Background: an optimization exercise with open tools, aiming at small area. Do not read the settings as production practice. In this exercise RTL edits were held to simulation tests only and were not proved equivalent to the original. No activity file was given, so power comes from the tool's default toggle rates.

### flow/morse2ascii_lut.mem
00
00
00
00
00
00
00
00
00
00
00
00
00
00
00
00
00
00
00
00
00
00
00
00
00
00
00
00
00
00
00
00
65
74
65
74
65
74
65
74
65
74
65
74
65
74
65
74
65
74
65
74
65
74
65
74
65
74
65
74
65
74
65
74
69
61
6E
6D
69
61
6E
6D
69
61
6E
6D
69
61
6E
6D
69
61
6E
6D
69
61
6E
6D
69
61
6E
6D
69
61
6E
6D
73
75
72
77
64
6B
67
6F
73
75
72
77
64
6B
67
6F
73
75
72
77
64
6B
67
6F
73
75
72
77
64
6B
67
6F
68
76
66
00
6C
00
70
6A
62
78
63
79
7A
71
00
00
68
76
66
00
6C
00
70
6A
62
78
63
79
7A
71
00
00
35
34
00
33
00
00
00
32
00
00
00
00
00
00
00
31
36
00
00
00
00
00
00
00
37
00
00
00
38
00
39
30
00
00
00
00
00
00
00
00
00
00
00
00
00
00
00
00
00
00
00
00
00
00
00
00
00
00
00
00
00
00
00
00
20
00
00
00
00
00
00
00
00
00
00
00
00
00
00
00
00
00
00
00
00
00
00
00
00
00
00
00
00
00
00
00
### flow/run.sh
#!/bin/bash
# synth_recipe.tcl (not shown) runs the flow's synth.tcl, then flattens the netlist and writes it again
# the make line also repeats each setting of config.mk as NAME=value (left out here)
make -C /OpenROAD-flow-scripts/flow DESIGN_CONFIG=/design/flow/config.mk WORK_HOME=/design/flow/orfs CLKGATE_MAP_FILE= SYNTH_SCRIPT=/design/flow/synth_recipe.tcl finish
### flow/config.mk
export PLATFORM = sky130hd
export DESIGN_NAME = morse2ascii
export DESIGN_NICKNAME = morse2ascii
export VERILOG_FILES = /design/flow/design.v
export SDC_FILE = /design/flow/constraint.sdc
export NUM_CORES = 4
export LEC_CHECK = 0
export CAP_MARGIN = 20
export CORE_MARGIN = 2
export CORE_UTILIZATION = 40
export SLEW_MARGIN = 20
### flow/constraint.sdc
create_clock -name core_clock -period 6.0 [get_ports {clk}]
set_input_delay 1.2000 -clock core_clock [delete_from_list [all_inputs] [get_ports {clk}]]
set_output_delay 1.2000 -clock core_clock [all_outputs]
set_load 0.01 [all_outputs]
### flow/design.v
`timescale 1ns / 1ps
module synchronizer
    #(parameter STAGES = 2)(
    input clk, reset_n,
    input D,
    output Q
    );
    reg [STAGES - 1:0] Q_reg;
    always @(posedge clk, negedge reset_n)
    begin
        if (~reset_n)
            Q_reg <= 'b0;
        else
            Q_reg <= {D, Q_reg[STAGES - 1:1]};
    end
    assign Q = Q_reg[0];
endmodule
`timescale 1ns / 1ps
module timer_parameter
    #(parameter FINAL_VALUE = 255)(
    input clk,
    input reset_n,
    input enable,
    output done
    );
    localparam BITS = $clog2(FINAL_VALUE);
    reg [BITS - 1:0] Q_reg, Q_next;
    always @(posedge clk, negedge reset_n)
    begin
        if (~reset_n)
            Q_reg <= 'b0;
        else if(enable)
            Q_reg <= Q_next;
        else
            Q_reg <= Q_reg;
    end
    assign done = Q_reg == FINAL_VALUE;
    always @(*)
        Q_next = done? 'b0: Q_reg + 1;
endmodule
`timescale 1ns / 1ps
module timer_input
    #(parameter BITS = 4)(
    input clk,
    input reset_n,
    input enable,
    input [BITS - 1:0] FINAL_VALUE,
    output done
    );
    reg [BITS - 1:0] Q_reg, Q_next;
    always @(posedge clk, negedge reset_n)
    begin
        if (~reset_n)
            Q_reg <= 'b0;
        else if(enable)
            Q_reg <= Q_next;
        else
            Q_reg <= Q_reg;
    end
    assign done = Q_reg == FINAL_VALUE;
    always @(*)
        Q_next = done? 'b0: Q_reg + 1;
endmodule
`timescale 1ns / 1ps
module debouncer_delayed_fsm(
    input clk, reset_n,
    input noisy, timer_done,
    output timer_reset, debounced
    );
    reg [1:0] state_reg, state_next;
    parameter s0 = 0, s1 = 1, s2 = 2, s3 = 3;
    always @(posedge clk, negedge reset_n)
    begin
        if (~reset_n)
            state_reg <= 0;
        else
            state_reg <= state_next;
    end
    always @(*)
    begin
        state_next = state_reg;
        case(state_reg)
            s0: if (~noisy)
                    state_next = s0;
                else if (noisy)
                    state_next = s1;
            s1: if (~noisy)
                    state_next = s0;
                else if (noisy & ~timer_done)
                    state_next = s1;
                else if (noisy & timer_done)
                    state_next = s2;
            s2: if (~noisy)
                    state_next = s3;
                else if (noisy)
                    state_next = s2;
            s3: if (noisy)
                    state_next = s2;
                else if (~noisy & ~timer_done)
                    state_next = s3;
                else if (~noisy & timer_done)
                    state_next = s0;
            default: state_next = s0;                                             
        endcase
    end
    assign timer_reset = (state_reg == s0) | (state_reg == s2);
    assign debounced = (state_reg == s2) | (state_reg == s3);
endmodule
`timescale 1ns / 1ps
module debouncer_delayed(
    input clk, reset_n,
    input noisy,
    output debounced
    );
    wire timer_done, timer_reset;
    debouncer_delayed_fsm FSM0(
        .clk(clk),
        .reset_n(reset_n),
        .noisy(noisy),
        .timer_done(timer_done),
        .timer_reset(timer_reset),
        .debounced(debounced)
    );
    timer_parameter #(.FINAL_VALUE(9)) T0(
        .clk(clk),
        .reset_n(~timer_reset),
        .enable(~timer_reset),
        .done(timer_done)
    );
endmodule
`timescale 1ns / 1ps
module edge_detector(
    input clk, reset_n,
    input level,
    output p_edge, n_edge, _edge
    );
    reg state_reg, state_next;
    parameter s0 = 0, s1 = 1;
    always @(posedge clk, negedge reset_n)
    begin
        if (~reset_n)
            state_reg <= s0;
        else
            state_reg <= state_next;
    end
    always @(*)
    begin
        case(state_reg)
            s0: if (level)
                    state_next = s1;
                else
                    state_next = s0;
            s1: if (level)
                    state_next = s1;
                else
                    state_next = s0;
            default: state_next = s0;                
        endcase
    end
    assign p_edge = (state_reg == s0) & level;
    assign n_edge = (state_reg == s1) & ~level;
    assign _edge = p_edge | n_edge;
endmodule
`timescale 1ns / 1ps
module button(
    input clk, reset_n,
    input noisy,
    output debounced,
    output p_edge, n_edge, _edge
    );
    synchronizer #(.STAGES(2))SYNCH0(
        .clk(clk),
        .reset_n(reset_n),
        .D(noisy),
        .Q(synch_noisy)
    );
    debouncer_delayed DD0(
        .clk(clk),
        .reset_n(reset_n),
        .noisy(synch_noisy),
        .debounced(debounced)
    );
    edge_detector ED0(
        .clk(clk),
        .reset_n(reset_n),
        .level(debounced),
        .p_edge(p_edge),
        .n_edge(n_edge),
        ._edge(_edge)
    );
endmodule
`timescale 1ns / 1ps
module moore_edge_detector(
    input clk, reset_n,
    input level,
    output p_edge, n_edge, _edge
    );
    reg [1:0] state_reg, state_next;
    parameter s0 = 0, s1 = 1, s2 = 2, s3 =3;
    always @(posedge clk, negedge reset_n)
    begin
        if (~reset_n)
            state_reg <= s0;
        else
            state_reg <= state_next;
    end
    always @(*)
    begin
        case(state_reg)
            s0: if (level) state_next = s1;
                else       state_next = s0;
            s1: if (level) state_next = s2;
                else       state_next = s3;
            s2: if (level) state_next = s2; 
                else       state_next = s3;
            s3: if (level) state_next = s1;
                else       state_next = s0;
            default: state_next = s0;                
        endcase
    end
    assign p_edge = (state_reg == s1);
    assign n_edge = (state_reg == s3);
    assign _edge = p_edge | n_edge;
endmodule
`timescale 1ns / 1ps
module udl_counter
    #(parameter BITS = 4)(
    input clk,
    input reset_n,
    input enable,
    input up,  
    input load,
    input [BITS - 1:0] D,
    output [BITS - 1:0] Q
    );
    reg [BITS - 1:0] Q_reg, Q_next;
    always @(posedge clk, negedge reset_n)
    begin
        if (~reset_n)
            Q_reg <= 'b0;
        else if(enable)
            Q_reg <= Q_next;
        else
            Q_reg <= Q_reg;
    end
    always @(Q_reg, up, load, D)
    begin
        Q_next = Q_reg;
        casex({load,up})
            2'b00: Q_next = Q_reg - 1;
            2'b01: Q_next = Q_reg + 1;
            2'b1x: Q_next = D;
            default: Q_next = Q_reg;
        endcase
    end
    assign Q = Q_reg;
endmodule
`timescale 1ns / 1ps
module T_FF(
    input clk,
    input T,
    input reset_n,
    output Q
    );
    reg Q_reg;
    wire Q_next;
    always @(posedge clk, negedge reset_n)
    begin
        if (~reset_n)
            Q_reg <= 1'b0;
        else
          Q_reg <= Q_next;
    end
    assign Q_next = T ? ~Q_reg: Q_reg;
    assign Q = Q_reg;
endmodule
`timescale 1ns / 1ps
module morse_decoder_2 
    #(parameter TIMER_FINAL_VALUE = 24)
    (
    input clk, reset_n,
    input b,
    output reg dot, dash, lg, wg
    );
    wire unit_en, unit_reset;
    wire [2:0] units;       
    wire timer_tick;
    timer_parameter #(.FINAL_VALUE(TIMER_FINAL_VALUE)) UNIT_TIMER(
        .clk(clk),
        .reset_n(reset_n & ~unit_reset),
        .enable(unit_en),
        .done(timer_tick)
    );
    udl_counter #(.BITS(3)) UNIT_COUNTER(
        .clk(clk),
        .reset_n(reset_n & ~unit_reset),
        .enable(timer_tick),
        .up(1'b1),
        .load((units == 6) & b),  
        .D(3'd6),
        .Q(units)
    );
    wire b_pedge, b_nedge, b_edge;
    moore_edge_detector ED0(
        .clk(clk),
        .reset_n(reset_n),
        .level(b),
        .p_edge(b_pedge),
        .n_edge(b_nedge),
        ._edge(b_edge)
    );
    T_FF FF0 (
        .clk(clk),
        .T((b_pedge & ~unit_en) | (wg & unit_en) ),
        .reset_n(reset_n),
        .Q(unit_en)
    );
    reg b_edge_delayed;
    always @(posedge clk)
        b_edge_delayed <= b_edge;
    assign unit_reset = b_edge_delayed | wg;
    always @(posedge clk)
    begin
        dot <= b_nedge & (units <= 2);
        dash <= b_nedge & (units >= 3);
        lg <= b_pedge & (units >= 3) &(units <= 6);
        wg <= ~b & (units >= 7); 
    end
endmodule
`timescale 1ns / 1ps
module univ_shift_reg
    #(parameter N = 4)(
        input clk, reset_n,
        input  MSB_in, LSB_in,
        input [N - 1:0] I,
        input [1:0] s,
        output [N - 1:0] Q
    );
    reg [N - 1:0] Q_reg, Q_next;
    always @(posedge clk, negedge reset_n)
    begin
        if (!reset_n)
            Q_reg <= 0;
        else        
            Q_reg <= Q_next;
    end
    always @(Q_reg, MSB_in, LSB_in, I, s)
    begin
        Q_next = Q_reg;
        case (s)
            2'b00: Q_next = Q_reg;  
            2'b01: Q_next = {MSB_in, Q_reg[N - 1:1]};  
            2'b10: Q_next = {Q_reg[N - 2:0], LSB_in};  
            2'b11: Q_next = I;  
            default: Q_next = Q_reg; 
        endcase        
    end
    assign Q = Q_reg;
endmodule
`timescale 1ns / 1ps
module mux_2x1_nbit
    #(parameter N = 3)(
    input [N - 1: 0] w0, w1,
    input s,
    output [N - 1: 0] f
    );
    assign f = s ? w1 : w0;
endmodule
`timescale 1ns / 1ps
module synch_rom(
    input clk,
    input [7:0] addr,
    output reg [7:0] data
    );
    (*rom_style = "block"*) reg [7:0] rom [0:255];
    initial
        $readmemh("morse2ascii_lut.mem", rom);
    always @(posedge clk)
    begin
        data <= rom[addr];
    end    
endmodule
`timescale 1ns / 1ps
module D_FF_pos(
    input D,
    input clk,
    output reg Q
    );
    always @(posedge clk)
    begin
        Q <= D;
    end
endmodule
`timescale 1ns / 1ps
module fifo_generator_0
    #(parameter DW = 8, AW = 4)
    (
        input clk,
        input srst,
        input [DW - 1:0] din,
        input wr_en,
        input rd_en,
        output [DW - 1:0] dout,
        output full,
        output empty
    );
    reg [DW - 1:0] mem [0:2 ** AW - 1];
    reg [AW - 1:0] wr_ptr, rd_ptr;
    reg [AW:0] count;
    wire do_wr = wr_en & ~full;
    wire do_rd = rd_en & ~empty;
    always @(posedge clk)
    begin
        if (do_wr)
            mem[wr_ptr] <= din;
    end
    always @(posedge clk)
    begin
        if (srst)
        begin
            wr_ptr <= 0;
            rd_ptr <= 0;
            count <= 0;
        end
        else
        begin
            if (do_wr)
                wr_ptr <= wr_ptr + 1;
            if (do_rd)
                rd_ptr <= rd_ptr + 1;
            count <= count + do_wr - do_rd;
        end
    end
    assign dout = mem[rd_ptr];
    assign full = (count == 2 ** AW);
    assign empty = (count == 0);
endmodule
`timescale 1ns / 1ps
module uart_rx
    #(parameter DBIT = 8,     
                SB_TICK = 16  
    )
    (
        input clk, reset_n,
        input rx, s_tick,
        output reg rx_done_tick,
        output [DBIT - 1:0] rx_dout
    );
    localparam  idle = 0, start = 1,
                data = 2, stop = 3;
    reg [1:0] state_reg, state_next;
    reg [3:0] s_reg, s_next;                 
    reg [$clog2(DBIT) - 1:0] n_reg, n_next;  
    reg [DBIT - 1:0] b_reg, b_next;          
    always @(posedge clk, negedge reset_n)
    begin
        if (~reset_n)
        begin
            state_reg <= idle;
            s_reg <= 0;
            n_reg <= 0;
            b_reg <= 0;
        end
        else
        begin
            state_reg <= state_next;
            s_reg <= s_next;
            n_reg <= n_next;
            b_reg <= b_next;
        end
    end
    always @(*)
    begin
        state_next = state_reg;
        s_next = s_reg;
        n_next = n_reg;
        b_next = b_reg;
        rx_done_tick = 1'b0;
        case (state_reg)
            idle:                
                if (~rx)
                begin
                    s_next = 0;
                    state_next = start;                        
                end                 
            start:                
                if (s_tick)
                    if (s_reg == 7)
                    begin
                        s_next = 0;
                        n_next = 0;
                        state_next = data;
                    end
                    else                        
                        s_next = s_reg + 1;                                                                   
            data:
                if (s_tick)
                    if(s_reg == 15)
                    begin
                        s_next = 0;
                        b_next = {rx, b_reg[DBIT - 1:1]};  
                        if (n_reg == (DBIT - 1))
                            state_next = stop;
                        else
                            n_next = n_reg + 1;
                    end
                    else
                        s_next = s_reg + 1;
            stop:
                if (s_tick)
                    if(s_reg == (SB_TICK - 1))
                    begin
                        rx_done_tick = 1'b1;
                        state_next = idle;
                    end
                    else
                        s_next = s_reg + 1;
            default:
                state_next = idle;
        endcase
    end
    assign rx_dout = b_reg;
endmodule
`timescale 1ns / 1ps
module uart_tx
    #(parameter DBIT = 8,     
                SB_TICK = 16  
    )
    (
        input clk, reset_n,
        input tx_start, s_tick,        
        input [DBIT - 1:0] tx_din,
        output reg tx_done_tick,
        output tx
    );
    localparam  idle = 0, start = 1,
                data = 2, stop = 3;
    reg [1:0] state_reg, state_next;
    reg [3:0] s_reg, s_next;                 
    reg [$clog2(DBIT) - 1:0] n_reg, n_next;  
    reg [DBIT - 1:0] b_reg, b_next;          
    reg tx_reg, tx_next;                     
    always @(posedge clk, negedge reset_n)
    begin
        if (~reset_n)
        begin
            state_reg <= idle;
            s_reg <= 0;
            n_reg <= 0;
            b_reg <= 0;
            tx_reg <= 1'b1;
        end
        else
        begin
            state_reg <= state_next;
            s_reg <= s_next;
            n_reg <= n_next;
            b_reg <= b_next;
            tx_reg <= tx_next;
        end
    end
    always @(*)
    begin
        state_next = state_reg;
        s_next = s_reg;
        n_next = n_reg;
        b_next = b_reg;
        tx_next = tx_reg;
        tx_done_tick = 1'b0;
        case (state_reg)
            idle:   
            begin    
                tx_next = 1'b1;         
                if (tx_start)
                begin
                    s_next = 0;
                    b_next = tx_din;
                    state_next = start;                        
                end
            end                 
            start:    
            begin
                tx_next = 1'b0;            
                if (s_tick)
                    if (s_reg == 15)
                    begin
                        s_next = 0;
                        n_next = 0;
                        state_next = data;
                    end
                    else                        
                        s_next = s_reg + 1;
            end                                                                                       
            data:
            begin
                tx_next = b_reg[0];
                if (s_tick)
                    if(s_reg == 15)
                    begin
                        s_next = 0;
                        b_next = {1'b0, b_reg[DBIT - 1:1]};  
                        if (n_reg == (DBIT - 1))
                            state_next = stop;
                        else
                            n_next = n_reg + 1;
                    end
                    else
                        s_next = s_reg + 1;
            end
            stop:
            begin
                tx_next = 1'b1;
                if (s_tick)
                    if(s_reg == (SB_TICK - 1))
                    begin
                        tx_done_tick = 1'b1;
                        state_next = idle;
                    end
                    else
                        s_next = s_reg + 1;                        
            end
            default:
                state_next = idle;
        endcase
    end
    assign tx = tx_reg;
endmodule
`timescale 1ns / 1ps
module uart
    #(
        parameter DBIT = 8,      
                  SB_TICK = 16   
     )     
    (
        input clk, reset_n,
        output [DBIT - 1: 0] r_data,
        input rd_uart,
        output rx_empty,
        input rx,
        input [DBIT - 1: 0] w_data,
        input wr_uart,
        output tx_full,
        output tx,
        input [10: 0] TIMER_FINAL_VALUE
    );
    wire tick;
    timer_input #(.BITS(11))baud_rate_generator (
        .clk(clk),
        .reset_n(reset_n),
        .enable(1'b1),
        .FINAL_VALUE(TIMER_FINAL_VALUE),
        .done(tick)
    );
    wire rx_done_tick;
    wire [DBIT - 1: 0] rx_dout;
    uart_rx #(.DBIT(DBIT), .SB_TICK(SB_TICK)) receiver(
        .clk(clk),
        .reset_n(reset_n),
        .rx(rx),
        .s_tick(tick),
        .rx_done_tick(rx_done_tick),
        .rx_dout(rx_dout)
    );
    fifo_generator_0 rx_FIFO (
        .clk(clk),           
        .srst(~reset_n),     
        .din(rx_dout),       
        .wr_en(rx_done_tick),   
        .rd_en(rd_uart),     
        .dout(r_data),       
        .full(),             
        .empty(rx_empty)     
    );
    wire tx_fifo_empty, tx_done_tick;
    wire [DBIT - 1: 0] tx_din;
    uart_tx #(.DBIT(DBIT), .SB_TICK(SB_TICK)) transmitter(
        .clk(clk),
        .reset_n(reset_n),
        .tx_start(~tx_fifo_empty),
        .s_tick(tick),
        .tx_din(tx_din),
        .tx_done_tick(tx_done_tick),
        .tx(tx)
    );
    fifo_generator_0 tx_FIFO (
        .clk(clk),           
        .srst(~reset_n),     
        .din(w_data),       
        .wr_en(wr_uart),   
        .rd_en(tx_done_tick),     
        .dout(tx_din),       
        .full(tx_full),             
        .empty(tx_fifo_empty)     
    );    
endmodule
`timescale 1ns / 1ps
module mux_8x1_nbit 
    #(parameter N = 6) (
    input [N - 1: 0] w0, w1, w2, w3, w4, w5, w6, w7,
    input [2:0] s,
    output reg [N - 1: 0] f
    );
    always @(w0, w1, w2, w3, w4, w5, w6, w7, s)
    begin
        case(s)
            3'b000: f = w0;
            3'b001: f = w1;
            3'b010: f = w2;
            3'b011: f = w3;
            3'b100: f = w4;
            3'b101: f = w5;
            3'b110: f = w6;
            3'b111: f = w7;
            default: f = 'bx;
        endcase
    end
endmodule
`timescale 1ns / 1ps
module decoder_generic
    #(parameter N = 3)(
    input [N - 1:0] w,
    input en,
    output reg [0:2 ** N - 1] y
    );
    always @(w, en)
    begin
        y = 'b0;
        if (en)
            y[w] = 1'b1; 
        else
            y = 'b0;
    end
endmodule
`timescale 1ns / 1ps
module hex2sseg(
    input [3:0] hex,
    output reg [6:0] sseg  
    );
    always @(hex)
        case(hex)  
            0: sseg = 7'b1000000;
            1: sseg = 7'b1111001;            
            2: sseg = 7'b0100100;             
            3: sseg = 7'b0110000;              
            4: sseg = 7'b0011001;             
            5: sseg = 7'b0010010;             
            6: sseg = 7'b0000010;             
            7: sseg = 7'b1111000;             
            8: sseg = 7'b0000000;             
            9: sseg = 7'b0010000;             
            10: sseg = 7'b0001000;             
            11: sseg = 7'b0000011;             
            12: sseg = 7'b1000110;             
            13: sseg = 7'b0100001;             
            14: sseg = 7'b0000110;             
            15: sseg = 7'b0001110;             
        endcase
endmodule
`timescale 1ns / 1ps
module first_sseg_driver(
        input [3:0] hex_number,
        input [2:0] seven_segment_digit_control,
        input DP_ctrl_input,
        input enable,
        output [6:0] SSEG,
        output [7:0] AN,
        output DP_ctrl_output
    );
    assign DP_ctrl_output = ~DP_ctrl_input;
    wire [7:0] g0;
    decoder_generic #(.N(3)) DG(
            .w(seven_segment_digit_control),
            .en(enable),
            .y(g0)
    );
    assign AN = ~g0;
    hex2sseg H2S(
            .hex(hex_number),
            .sseg(SSEG)
    );
 endmodule
`timescale 1ns / 1ps
module sseg_driver(
        input clk, reset_n,
        input [5:0] I0, I1, I2, I3, I4, I5, I6, I7, 
        output [6:0] SSEG,
        output [7:0] AN,
        output DP_ctrl_output
    );
    wire done;
    timer_parameter #(.FINAL_VALUE(5)) TI1(
            .clk(clk),
            .reset_n(reset_n),
            .enable(1'b1),
            .done(done)
    );
    wire [2:0] number;
    udl_counter #(.BITS(3)) UC1(
            .clk(clk),
            .reset_n(reset_n),
            .enable(done),
            .up(1'b1),
            .load(1'b0),
            .D(3'b000),
            .Q(number)
    );
    wire [5:0]muxout;
    mux_8x1_nbit #(.N(6)) mx8 
    (
            .w0(I0), 
            .w1(I1), 
            .w2(I2), 
            .w3(I3),
            .w4(I4), 
            .w5(I5), 
            .w6(I6), 
            .w7(I7),
            .s(number),
            .f(muxout)    
    );
    first_sseg_driver FSSD(
            .hex_number(muxout[4:1]),
            .seven_segment_digit_control(number),
            .DP_ctrl_input(muxout[0]),
            .SSEG(SSEG),
            .enable(muxout[5]),
            .AN(AN),
            .DP_ctrl_output(DP_ctrl_output)
    );
endmodule 
`timescale 1ns / 1ps
module morse2ascii(
  input clk, b,r, reset_n,
    output [6:0] SSEG,
    output [7:0] AN,
    output DP_ctrl_output,tx
    );
    wire dot,dash,lg,wg;
    wire b_db,r_db;
    button bb1(
    .clk(clk), 
    .reset_n(reset_n),
    .noisy(b),
    .debounced(b_db)
    );
    button bb2(
    .clk(clk), 
    .reset_n(reset_n),
    .noisy(r),
    .p_edge(r_db)
    );
    morse_decoder_2 mdd1(
    .clk(clk), 
    .reset_n(reset_n),
    .b(b_db),
    .dot(dot), 
    .dash(dash), 
    .lg(lg), 
    .wg(wg)
    );
    wire xor_gate;
     assign xor_gate = dot ^ dash;
     wire [4:0]symbol;
    univ_shift_reg #(.N(5)) usr1 (
        .clk(clk),
        .reset_n(reset_n & ~(lg | wg)),
        .MSB_in(1'b0),
        .LSB_in(dash),
        .I(5'b00000),
        .s({xor_gate, 1'b0}),
        .Q(symbol)
    );
    wire [2:0] symbol_count;
     udl_counter #(.BITS(3)) udl1 ( 
        .clk(clk),
        .reset_n(reset_n & ~(lg | wg)),
        .enable(xor_gate),
        .load(symbol_count==5),
        .D(3'b000),
        .up(1'b1),  
        .Q(symbol_count)
    );
    wire [7:0]muxout,data_out;
    mux_2x1_nbit  #(.N(8))m2n(
    .w0({symbol_count[2:0],symbol[4:0]}), 
    .w1(8'b1110_0000),
    .s(wg),
    .f(muxout)
    );
    synch_rom sr1(
    .clk(clk),
    .addr(muxout),
    .data(data_out)
    );
    wire wg_delay;
    wire full;
     D_FF_pos dfn1( 
     .D(wg),
     .clk(clk),
     .Q(wg_delay)
    );
  uart ut1 
    (
       .clk(clk), 
       .reset_n(reset_n),
       .r_data(),
       .rd_uart(1'b0),
       .rx_empty(),
       .rx(1'b0),
        .w_data(data_out),
        .wr_uart(~full & (lg|wg|wg_delay)),
        .tx_full(full),
        .tx(tx),
       .TIMER_FINAL_VALUE(11'd2)
    );  
  sseg_driver ssegD1(
            .clk(clk),
            .reset_n(reset_n),            
            .I0(6'b0_0000_0),
            .I1(6'b0_0000_0),     
            .I2(6'b0_0000_0),
            .I3({symbol_count>4,{3'b0,symbol[4]},1'b0}),
            .I4({symbol_count>3,{3'b0,symbol[3]},1'b0}), 
            .I5({symbol_count>2,{3'b0,symbol[2]},1'b0}),
            .I6({symbol_count>1,{3'b0,symbol[1]},1'b0}),
            .I7({symbol_count>0,{3'b0,symbol[0]},1'b0}),            
            .SSEG(SSEG),
            .AN(AN),
            .DP_ctrl_output(DP_ctrl_output)
    );
endmodule
==> notes.md <==
Min path:
- The worst min-delay path class is flip-flop to async pin.

Detailed routing:
- The total DRC errors in the routed layout is 0.
- For this block, the routed nets add up to between 15000 and 20000 um of wire.
- The overall via count from detail_route is roughly 5700.
- Once detail routing completed, the nets flagged for antenna violations numbered 0.
- The detail-routed via count per cell is 5.32.
- Dividing the detail-routed wire length by the instance count gives 16.8 um.
- For this block, the initial DRC count from the detailed router was 267.
- The detailed-router iteration count before antenna repair is 5.

Global route:
- Entering global routing, the biggest net connects 61 pins.
- For this run the aggregate overflow at the end of global routing stands at 0.
- The first global-routing pass estimated between 20000 and 30000 um of wire.
- The number of antenna violations at the first check in global routing was 0.
- For this run, the total global-route usage over all layers was measured as 14.8%.
- The via count of the first global-routing pass came to approximately 5600.

Logic synthesis:
- For this run, asynchronously set or reset flops after synthesis account for between 30% and 40%.
- The mean instance size in the synthesized netlist is between 10 and 15 sq um.
- After synthesis the netlist holds a flip-flop and latch count of 203.
- During synthesis, Yosys emitted a total of 21 warnings.
- The post-synthesis instance area is slightly above 9000 sq um.
- After synthesis, the largest area contributor takes up 35.9% of total cell area.
- The most common flop cell mapped by yosys is sky130_fd_sc_hd__edfxtp_1.
- The synthesized instance count is 736.
- After synthesis, the netlist uses 65 different library cells.
- The share of the Yosys chip area taken by registers is approximately three fifths.
- In this run, synthesis inferred 112 flip-flops with an integrated enable.
- The biggest area consumer among synthesized cells is sky130_fd_sc_hd__edfxtp_1.
- Yosys attributes the largest share of cell area to sky130_fd_sc_hd__edfxtp_1 (36%), sky130_fd_sc_hd__dfrtp_1 (16%), sky130_fd_sc_hd__dfxtp_1 (6.4%), sky130_fd_sc_hd__mux4_2 (5.8%), sky130_fd_sc_hd__ha_1 (5.1%).

Clocking:
- The number of clock sinks is 203.
- After clock tree synthesis, the clock-pin slew on the worst setup and hold paths is 0.06 ns.
- The number of hold buffers added after CTS is 0.
- The number of gates resized after CTS was 0.
- The TritonCTS buffer count is 22.
- Clock tree synthesis selected as its root buffer the cell sky130_fd_sc_hd__clkbuf_16.
- For the worst-skew pair, the clock arrives at the later sink with an insertion delay of roughly 0.5 ns.
- The number of H-tree levels is 1.
- The post-CTS setup buffer count is 0.
- TritonCTS built the clock tree.
- The longest clock path from root to sink contains 3 buffers.

Setup path:
- By instance count, the cell type seen most on the critical path is sky130_fd_sc_hd__nand4_1.
- The endpoint identified for the worst register-to-register timing path is ut1.tx_FIFO.count[4]$_SDFF_PN0_.
- The slowest cell on the critical path is sky130_fd_sc_hd__dfrtp_1.
- STA classifies the critical path endpoint as an output port.
- The launching element type of the critical path is a flip-flop.
- The worst register-to-register path has a depth of 12.
- Along the worst path, the maximum fanout reaches 20.
- The delay contributed by the slowest stage of the critical path is approximately 0.61 ns.
- The data required time at the worst endpoint is between 4 and 5 ns.
- The type of the setup path with the least slack is flip-flop to output port.
- The worst register-to-register path begins at ut1.baud_rate_generator.Q_reg[0]$_DFF_PN0_.
- The arrival time of the worst setup path is 3.09 ns.
- The signal on the critical path passes through and2_1 -> ha_1 -> nor2b_1 -> o221ai_1 -> nand4_1 -> nor3b_1 -> nand4_1 -> clkdlybuf4s50_1.
- Setup slack on the worst reg-to-reg path comes out at 2.25 ns.
- The critical path's top delay family is simple AND/OR/NAND/NOR gates.
- Counting both buffers and inverters, the worst setup path holds a total of 1.

Floorplan:
- In this run the vertical extent of the chip is 157 um.
- The boundary pin count is 21.
- The number of placement rows is 55.
- In this run the standard cell core region covers 22800 sq um.
- The area of the die is 24600 sq um.
- The die is around 160 um wide.
- The effective utilization at floorplan is 41.1%.

Timing:
- Static timing analysis puts the maximum clock frequency at between 200 and 250 MHz.
- The final setup skew is roughly 0.0097 ns.
- The number of setup violations in the final report is 0.
- The count of pins over their slew limit came to 0.
- The final hold violation count came to 0.
- The total negative slack for setup checks is 0 ns.
- The final critical path takes up 71.6% of the cycle.
- The actual transition at the worst max-transition pin is about 0.87 ns.
- The clock period could shrink to 4.29 ns.
- Setup repair after global routing left no endpoint under its margin.
- The worst pin sits at a relative slew slack of 41.6%.

Cells and area:
- The number of flip-flops under the largest register name is between 100 and 150.
- The area growth from synthesis to final layout is 12.4%.
- The final net count is 788.
- The diode insertion count for antenna repair is 0.
- Cells with a size suffix above 1 make up 11.6% of the layout.
- The number of fill cells in the layout is around 2000.
- The final instance count without filler cells is ~1100.

Job:
- Across the run, the number of max-cap violations was 0.

Power and ir drop:
- Power spread over the standard cell area amounts to ~400 nW/um^2.
- VDD sags by at most 215 uV.
- Summing internal, switching and leakage power gives 4200 uW.
- The analysis attributes to cell leakage a power of just under 0.004 uW.

Outcome:
- The run finished with no timing, DRC or antenna violations.

Placed design:
- After detailed placement, the design holds a cell count of just over 1000.
- The number of buffer cells added on primary ports is 15.
- The final RePlAce weighted congestion is around 0.80.
- The half-perimeter wire length after detailed placement is ~12000 um.
cells in the mapped netlist, types with 8 or more instances:
cell type and instances:
sky130_fd_sc_hd__a21oi_1 25, sky130_fd_sc_hd__inv_1 31, sky130_fd_sc_hd__edfxtp_1 112, sky130_fd_sc_hd__ha_1 38, sky130_fd_sc_hd__o21ai_0 27, sky130_fd_sc_hd__nor3b_1 9
sky130_fd_sc_hd__clkbuf_1 26, sky130_fd_sc_hd__xor2_1 8, sky130_fd_sc_hd__nand2b_1 8, sky130_fd_sc_hd__nor2_1 43, sky130_fd_sc_hd__mux2_2 10, sky130_fd_sc_hd__a31oi_1 11
sky130_fd_sc_hd__mux4_2 24, sky130_fd_sc_hd__nand2_1 51, sky130_fd_sc_hd__and2_1 18, sky130_fd_sc_hd__mux2i_1 16, sky130_fd_sc_hd__nand4_1 8, sky130_fd_sc_hd__dfxtp_1 30
sky130_fd_sc_hd__nand3_1 22, sky130_fd_sc_hd__nor2b_1 15, sky130_fd_sc_hd__dfrtp_1 60, sky130_fd_sc_hd__xnor2_1 19, sky130_fd_sc_hd__nor3_1 15
worst register-to-register path, cell delays in order (launching register included):
cell	delay, ns
sky130_fd_sc_hd__dfrtp_1	0.45
sky130_fd_sc_hd__inv_1	0.09
sky130_fd_sc_hd__ha_1	0.14
sky130_fd_sc_hd__or4b_4	0.49
sky130_fd_sc_hd__nor4_4	0.48
sky130_fd_sc_hd__nor3b_4	0.41
sky130_fd_sc_hd__xor2_1	0.12
sky130_fd_sc_hd__ha_1	0.28
sky130_fd_sc_hd__fa_1	0.44
sky130_fd_sc_hd__a21oi_1	0.17
sky130_fd_sc_hd__nor2_1	0.07
sky130_fd_sc_hd__or3_1	0.34
sky130_fd_sc_hd__and3_1	0.18
logic make-up (layout without fill, tap and decap cells):
family                   Yosys count  in the layout  synth area share (%)
multiplexers                      50             50                  8.69
AO/OA/AOI/OAI                    121            121                  8.48
adder cells (fa/ha/maj)           41             41                  5.62
XOR/XNOR                          27             27                  2.53
other                              2              4                0.0803
flip-flops                       203            203                  58.7
AND/OR/NAND/NOR                  222            222                  12.8
buffers and inverters             70             92                  3.13
area by class of cell:
type / count / area, sq um / share of cell area, %
clock buffer: 32 / 639 / 6.08
multi-input combinational: 465 / 3600 / 34.2
inverter: 31 / 116 / 1.11
tap: 313 / 392 / 3.72
timing repair buffer: 21 / 190 / 1.81
sequential: 203 / 5490 / 52.2
clock inverter: 8 / 87.6 / 0.833
per-layer routing:
metal | part of all wire, % | vias to the layer above | GRT usage (%)
met4 | 1.6 | 0 | 3.28
met1 | 44 | 2852 | 18.8
met5 | 0 | - | 0
met3 | 4.1 | 29 | 2.45
met2 | 51 | 120 | 26.5
li1 | - | 2711 | -
cell usage in the layout (no fill, tap or decap), types with 10 or more instances in the layout:
cell type                         synthesis  final
sky130_fd_sc_hd__nand2_1                 51     51
sky130_fd_sc_hd__o21ai_0                 27     27
sky130_fd_sc_hd__mux4_2                  24     24
sky130_fd_sc_hd__edfxtp_1               112    112
sky130_fd_sc_hd__xnor2_1                 19     19
sky130_fd_sc_hd__and2_1                  18     18
sky130_fd_sc_hd__inv_1                   31     31
sky130_fd_sc_hd__nor2_1                  43     43
sky130_fd_sc_hd__dfrtp_1                 60     60
sky130_fd_sc_hd__mux2_2                  10     10
sky130_fd_sc_hd__nor3_1                  15     13
sky130_fd_sc_hd__mux2i_1                 16     16
sky130_fd_sc_hd__nand3_1                 22     22
sky130_fd_sc_hd__nor2b_1                 15     15
sky130_fd_sc_hd__a21oi_1                 25     25
sky130_fd_sc_hd__clkdlybuf4s50_1          0     14
sky130_fd_sc_hd__dfxtp_1                 30     30
sky130_fd_sc_hd__a31oi_1                 11     11
sky130_fd_sc_hd__clkbuf_16                0     23
sky130_fd_sc_hd__ha_1                    38     38
worst max-delay path by stage:
stage                                               start                         endpoint  slack, ns  cells past startpoint
2_1_floorplan  ut1.baud_rate_generator.Q_reg[0]$_DFF_PN0_  ut1.tx_FIFO.count[4]$_SDFF_PN0_       2.63                     12
6_report                        udl1.Q_reg[0]$_DFFE_PN0P_                            AN[5]       1.71                      8
3_3_place_gp                    udl1.Q_reg[0]$_DFFE_PN0P_                            AN[1]       2.30                      8
5_1_grt                         udl1.Q_reg[0]$_DFFE_PN0P_                            AN[1]       1.51                      8
4_1_cts                         udl1.Q_reg[0]$_DFFE_PN0P_                            AN[5]       1.70                      8
3_5_place_dp                    udl1.Q_reg[0]$_DFFE_PN0P_                            AN[7]       2.25                      8
through the flow:
stage	area (sq um)	util [%]	hold WS, ns	worst slack, ns
final	10500	46.2	0.100	1.71
after floorplan	9370	-	0.205	2.63
after detailed placement	9780	42.9	0.0999	2.25
after CTS	10500	46.1	0.109	1.70
after global routing	10500	46.2	0.118	1.51
after global placement	9770	42.9	0.0883	2.30
report_power, final:
part           switching (uW)  internal, uW  leakage (uW)  total [uW]
clock network             517           823      0.000351        1340
registers                 271          1730       0.00203        2000
logic                     490           367       0.00152         857
total                    1280          2920       0.00390        4200

[static timing again, ports no longer ideal]
No port has a modelled driver above. Below, the same layout with a new extraction and two added sets of constraints.
Step 1 (the two cells are an assumption about what drives the block):
set clk [get_ports {clk}]
set_driving_cell -lib_cell sky130_fd_sc_hd__clkbuf_16 $clk
set_driving_cell -lib_cell sky130_fd_sc_hd__buf_2 [delete_from_list [all_inputs] $clk]
Step 2 adds t to the input delays and takes it off the output delays; t is the mean of the earliest and latest rising clock arrival at the registers after step 1. Input paths then give back, and output paths get back, about the clock's delay inside the block.
a / b / c = ideal ports / drivers / drivers and shift; a / b = the first two.
t (ns): 0.531
slack for setup (ns): 1.705 / 1.664 / 2.195
worst hold slack (ns): 0.100 / 0.100 / 0.100
latest minus earliest clock arrival (ns): 0.012 / 0.012
cell pins on the clock port's net: 1
After both steps setup and hold are still met in this run. The setup slack of this run moves by -0.041 ns with the drivers and by +0.490 ns with both steps.
